What follows belongs to an exercise in optimizing a design on an open flow for small area; a production flow would make more cautious choices.
The RTL was checked by simulation tests, not by an equivalence proof against the original design.
Power figures rest on the tool's default switching activity, not on a simulated workload.

== the reference run ==
==> flow/design.v <==
module top(
    input clock,
    input rst,
    output uart_tx,
    input uart_rx
);
    reg [3:0] ph;
    wire splice_end;
    always @(posedge clock) ph <= (ph + 1'b1) | {1'b0, splice_end, 2'b00};
    wire q4 = (ph[1:0] == 2'd3);
    reg [4:0] rt;        
    reg [3:0] rs;        
    reg [7:0] rd;
    reg       valid;
    wire rtick = q4 && (rt == 5'd24);
    wire [3:0] hi = rd[7:4];
    wire [3:0] lo = rd[3:0];
    wire is_num = (hi == 4'h3) && (lo <= 4'd9);
    wire is_let = (hi == 4'h4) && (lo >= 4'd1) && (lo <= 4'd6);
    wire is_hex = is_num || is_let;
    wire is_eol = (rd == 8'h0a) || (rd == 8'h0d);
    reg dbit;
    always @* case (ph[1:0])
        2'd0: dbit = rd[6] ? ~lo[0] : lo[0];
        2'd1: dbit = rd[6] ? (lo[1] ^ lo[0]) : lo[1];
        2'd2: dbit = rd[6] ? (lo[2] ^ (lo[1] & lo[0])) : lo[2];
        default: dbit = rd[6] | lo[3];
    endcase
    wire w   = (ph[3:2] == 2'd3);    
    wire win = (rs == 4'd11) && w;
    assign splice_end = win && q4;
    always @(posedge clock) begin
        if (rst || rs == 4'd0) rt <= 5'd12;
        else if (q4) rt <= (rt == 5'd24) ? 5'd0 : rt + 1'b1;
        if (rtick && rs != 4'd10) rd <= {uart_rx, rd[7:1]};
        if (rst) rs <= 4'd15;
        else if (rs == 4'd0) begin
            if (!uart_rx) rs <= 4'd1;
        end else if (rs == 4'd11) begin
            if (splice_end) rs <= 4'd0;
        end else if (rtick) rs <= (rs == 4'd10) ? (is_hex ? 4'd11 : 4'd0) : rs + 1'b1;
        if (rst) valid <= 1'b0;
        else if (rs == 4'd10 && rtick) valid <= is_eol;
    end
    reg [15:0] ra, rb;
    wire clr = (rs == 4'd15);
    wire ain = clr ? 1'b0 : win ? dbit : ra[0];
    wire bin = clr ? 1'b0 : win ? ra[0] : rb[0];
    always @(posedge clock) begin
        ra <= {ain, ra[15:1]};
        rb <= {bin, rb[15:1]};
    end
    localparam IDLE = 2'd0, MULT = 2'd1, SEND = 2'd2;
    reg [1:0]  st;
    reg [4:0]  t;        
    reg [3:0]  k;
    reg [3:0]  c;
    reg [32:0] p;
    reg        cy, bf;
    reg        txo;      
    reg        lt, cr;   
    wire mult = (st == MULT);
    wire m31  = q4 && (t[2:0] == 3'd7);
    wire load = (k == 4'd0) && (t[4:3] == 2'd0);
    wire last = k[2];
    wire x   = (mult && load) ? (t[2] & rb[0]) : p[0];
    wire ad  = mult && !load && !t[2] && bf && ra[0];
    wire s   = x ^ ad ^ cy;
    wire co  = (x & ad) | (x & cy) | (ad & cy);
    wire pin = (st == IDLE) ? 1'b0 : (mult && m31 && !last) ? 1'b0 : s;
    always @(posedge clock) begin
        p  <= {pin, p[32:1]};
        cy <= mult && !m31 && co;
        if (mult && m31) bf <= s;
        if (tend) begin
            txo <= nb;
            if (k == 4'd0) begin
                lt <= ltn;
                cr <= p[29] & ltn;
            end else cr <= (p[29] & lt) | (p[29] & cr) | (lt & cr);
        end
        case (st)
            IDLE: if (valid && w && q4) begin
                st <= MULT; t <= 5'd0; k <= 4'd0;
            end
            MULT: if (!valid) st <= IDLE;
            else if (last && m31) begin
                st <= SEND; t <= 5'd0; k <= 4'd0; c <= 4'd0; txo <= 1'b0;
            end else if (q4) begin
                t <= t + 1'b1;
                if (t == 5'd31) k <= k + 1'b1;
            end
            default: if (q4) begin
                if (tend) begin
                    t <= 5'd0;
                    if (k == 4'd10) begin
                        k <= 4'd0;
                        c <= c + 1'b1;
                        if (c == 4'd9) st <= IDLE;
                    end else k <= k + 1'b1;
                end else t <= t + 1'b1;
            end
        endcase
        if (rst) st <= IDLE;
    end
    wire tend = (st == SEND) && q4 && (t == (k[3] & k[1] ? 5'd12 : 5'd24));
    wire ltn = p[32] & (p[31] | p[30]);
    reg nb;
    always @* case (k)
        4'd0: nb = c[3] ? ~c[0] : p[29] ^ ltn;
        4'd1: nb = c[3] ?  c[0] : p[29] ^ lt ^ cr;
        4'd2: nb = c[3] ? ~c[0] : p[29] ^ lt ^ cr;
        4'd3: nb = c[3] | (p[29] ^ cr);
        4'd4: nb = ~c[3] & ~lt;
        4'd5: nb = ~c[3] & ~lt;
        4'd6: nb = ~c[3] & lt;
        4'd7: nb = 1'b0;
        4'd8: nb = 1'b1;
        4'd9: nb = 1'b1;
        default: nb = 1'b0;
    endcase
    assign uart_tx = (st != SEND) || txo;
endmodule
==> flow/config.mk <==
export PLATFORM = sky130hd
export DESIGN_NAME = top
export DESIGN_NICKNAME = top
export VERILOG_FILES = /design/flow/design.v
export SDC_FILE = /design/flow/constraint.sdc
export NUM_CORES = 4
export LEC_CHECK = 0
export CAP_MARGIN = 20
export CORE_MARGIN = 2
export CORE_UTILIZATION = 40
export PLACE_DENSITY = 0.6
export SLEW_MARGIN = 20
==> flow/constraint.sdc <==
create_clock -name core_clock -period 10.0 [get_ports {clock}]
set_input_delay 2.0000 -clock core_clock [delete_from_list [all_inputs] [get_ports {clock}]]
set_output_delay 2.0000 -clock core_clock [all_outputs]
set_load 0.01 [all_outputs]
standard.sh (not shown) runs the stock make flow with config.mk's settings and CLKGATE_MAP_FILE= SYNTH_SCRIPT=/design/flow/synth_recipe.tcl, a recipe that flattens the netlist after the stock synthesis.
==> flow/flow/run.sh <==
#!/bin/bash
# Standard flow, with clock tree synthesis told not to add dummy balancing loads
# and to use mid-size clock buffers.
set -euo pipefail
export CTS_ARGS="-sink_clustering_enable -repair_clock_nets -dont_use_dummy_load -buf_list sky130_fd_sc_hd__clkbuf_8 -root_buf sky130_fd_sc_hd__clkbuf_8 -sink_clustering_size 30 -sink_clustering_max_diameter 100"
bash standard.sh finish > standard_flow.log 2>&1
Having completed the whole flow, the reference run delivered a layout that passed the timing, DRC and antenna checks.
[inputs] the trial run vs the reference run
--- a/flow/design.v
+++ b/flow/design.v
@@ -54,14 +54,13 @@
     reg [1:0]  st;
     reg [4:0]  t;        
     reg [3:0]  k;
     reg [3:0]  c;
     reg [32:0] p;
     reg        cy, bf;
-    reg        txo;      
-    reg        lt, cr;   
+    reg [3:0]  nib;
     wire mult = (st == MULT);
     wire m31  = q4 && (t[2:0] == 3'd7);
     wire load = (k == 4'd0) && (t[4:3] == 2'd0);
     wire last = k[2];
     wire x   = (mult && load) ? (t[2] & rb[0]) : p[0];
     wire ad  = mult && !load && !t[2] && bf && ra[0];
@@ -69,55 +68,53 @@
     wire co  = (x & ad) | (x & cy) | (ad & cy);
     wire pin = (st == IDLE) ? 1'b0 : (mult && m31 && !last) ? 1'b0 : s;
     always @(posedge clock) begin
         p  <= {pin, p[32:1]};
         cy <= mult && !m31 && co;
         if (mult && m31) bf <= s;
-        if (tend) begin
-            txo <= nb;
-            if (k == 4'd0) begin
-                lt <= ltn;
-                cr <= p[29] & ltn;
-            end else cr <= (p[29] & lt) | (p[29] & cr) | (lt & cr);
-        end
+        if (st == SEND && k == 4'd0 && !c[3] && t == 5'd7 && ph[1:0] == 2'd1) nib <= p[3:0];
         case (st)
             IDLE: if (valid && w && q4) begin
                 st <= MULT; t <= 5'd0; k <= 4'd0;
             end
             MULT: if (!valid) st <= IDLE;
             else if (last && m31) begin
-                st <= SEND; t <= 5'd0; k <= 4'd0; c <= 4'd0; txo <= 1'b0;
+                st <= SEND; t <= 5'd0; k <= 4'd0; c <= 4'd0;
             end else if (q4) begin
                 t <= t + 1'b1;
                 if (t == 5'd31) k <= k + 1'b1;
             end
             default: if (q4) begin
-                if (tend) begin
+                if (t == (k[3] & k[1] ? 5'd12 : 5'd24)) begin    
                     t <= 5'd0;
                     if (k == 4'd10) begin
                         k <= 4'd0;
                         c <= c + 1'b1;
                         if (c == 4'd9) st <= IDLE;
                     end else k <= k + 1'b1;
                 end else t <= t + 1'b1;
             end
         endcase
         if (rst) st <= IDLE;
     end
-    wire tend = (st == SEND) && q4 && (t == (k[3] & k[1] ? 5'd12 : 5'd24));
-    wire ltn = p[32] & (p[31] | p[30]);
-    reg nb;
+    wire lt = nib[3] & (nib[2] | nib[1]);
+    wire [3:0] nl;
+    assign nl[0] = nib[0] ^ lt;
+    assign nl[1] = lt ? (nib[1] ~^ nib[0]) : nib[1];
+    assign nl[2] = lt ? (nib[2] & (nib[1] | nib[0])) : nib[2];
+    assign nl[3] = nib[3] & ~lt;
+    wire [7:0] ch = c[3] ? {5'h01, ~c[0], c[0], ~c[0]} : {1'b0, lt, ~lt, ~lt, nl};
+    reg fb;
     always @* case (k)
-        4'd0: nb = c[3] ? ~c[0] : p[29] ^ ltn;
-        4'd1: nb = c[3] ?  c[0] : p[29] ^ lt ^ cr;
-        4'd2: nb = c[3] ? ~c[0] : p[29] ^ lt ^ cr;
-        4'd3: nb = c[3] | (p[29] ^ cr);
-        4'd4: nb = ~c[3] & ~lt;
-        4'd5: nb = ~c[3] & ~lt;
-        4'd6: nb = ~c[3] & lt;
-        4'd7: nb = 1'b0;
-        4'd8: nb = 1'b1;
-        4'd9: nb = 1'b1;
-        default: nb = 1'b0;
+        4'd0: fb = 1'b0;
+        4'd1: fb = ch[0];
+        4'd2: fb = ch[1];
+        4'd3: fb = ch[2];
+        4'd4: fb = ch[3];
+        4'd5: fb = ch[4];
+        4'd6: fb = ch[5];
+        4'd7: fb = ch[6];
+        4'd8: fb = ch[7];
+        default: fb = 1'b1;
     endcase
-    assign uart_tx = (st != SEND) || txo;
+    assign uart_tx = (st != SEND) || fb;
 endmodule
## What came out
On clock insertion delay at the later pin of the skew report: between the reference run and the trial run, it ends up higher for the reference run.
Compared with the reference run, in the trial run fmax went down by about 16%; actual transition at the worst max-transition pin dropped 180 ps; internal power down 1.1%; register bit total from synthesis grew by 1; total power density per cell area now smaller.
Relative to the reference run, the number of filler cells placed in the layout of the trial run is higher by 34.
The area of the core region number comes out higher for the reference run vs the trial run.
The reference run → the trial run: critical path arrival increased 690 ps, post-layout net count rose 6.
The trial run: flow completed, timing, DRC and antenna clean
Diff the reference run -> the trial run: post-synthesis to final-layout area growth increased 0.48 points, area after synthesis fell 0.54%.

## re-timing with driven ports
The results above use ideal ports. As a check the final layouts listed here were re-extracted and re-timed, cells and wires unchanged. Step 1 (the two cells are an assumption about what drives the block):
set clk [get_ports {clock}]
set_driving_cell -lib_cell sky130_fd_sc_hd__clkbuf_16 $clk
set_driving_cell -lib_cell sky130_fd_sc_hd__buf_2 [delete_from_list [all_inputs] $clk]
Step 2 also shifts input and output timing later by t, the mid clock arrival at the registers, as if the neighbouring blocks saw the same clock. a / b / c = no drivers / after step 1 / after step 2; a / b = the first two.
run | shift t [ns] | setup slack, ns | worst setup path at the end | clock arrival spread, ns | worst register clock-pin slew, ns
the reference run | 0.383 | 6.344 / 6.315 / 6.698 | register to output | 0.035 / 0.035 | 0.11 / 0.11
the trial run | 0.368 | 5.649 / 5.618 / 5.986 | register to output | 0.025 / 0.026 | 0.10 / 0.10
After both steps setup and hold are still met in every run listed.
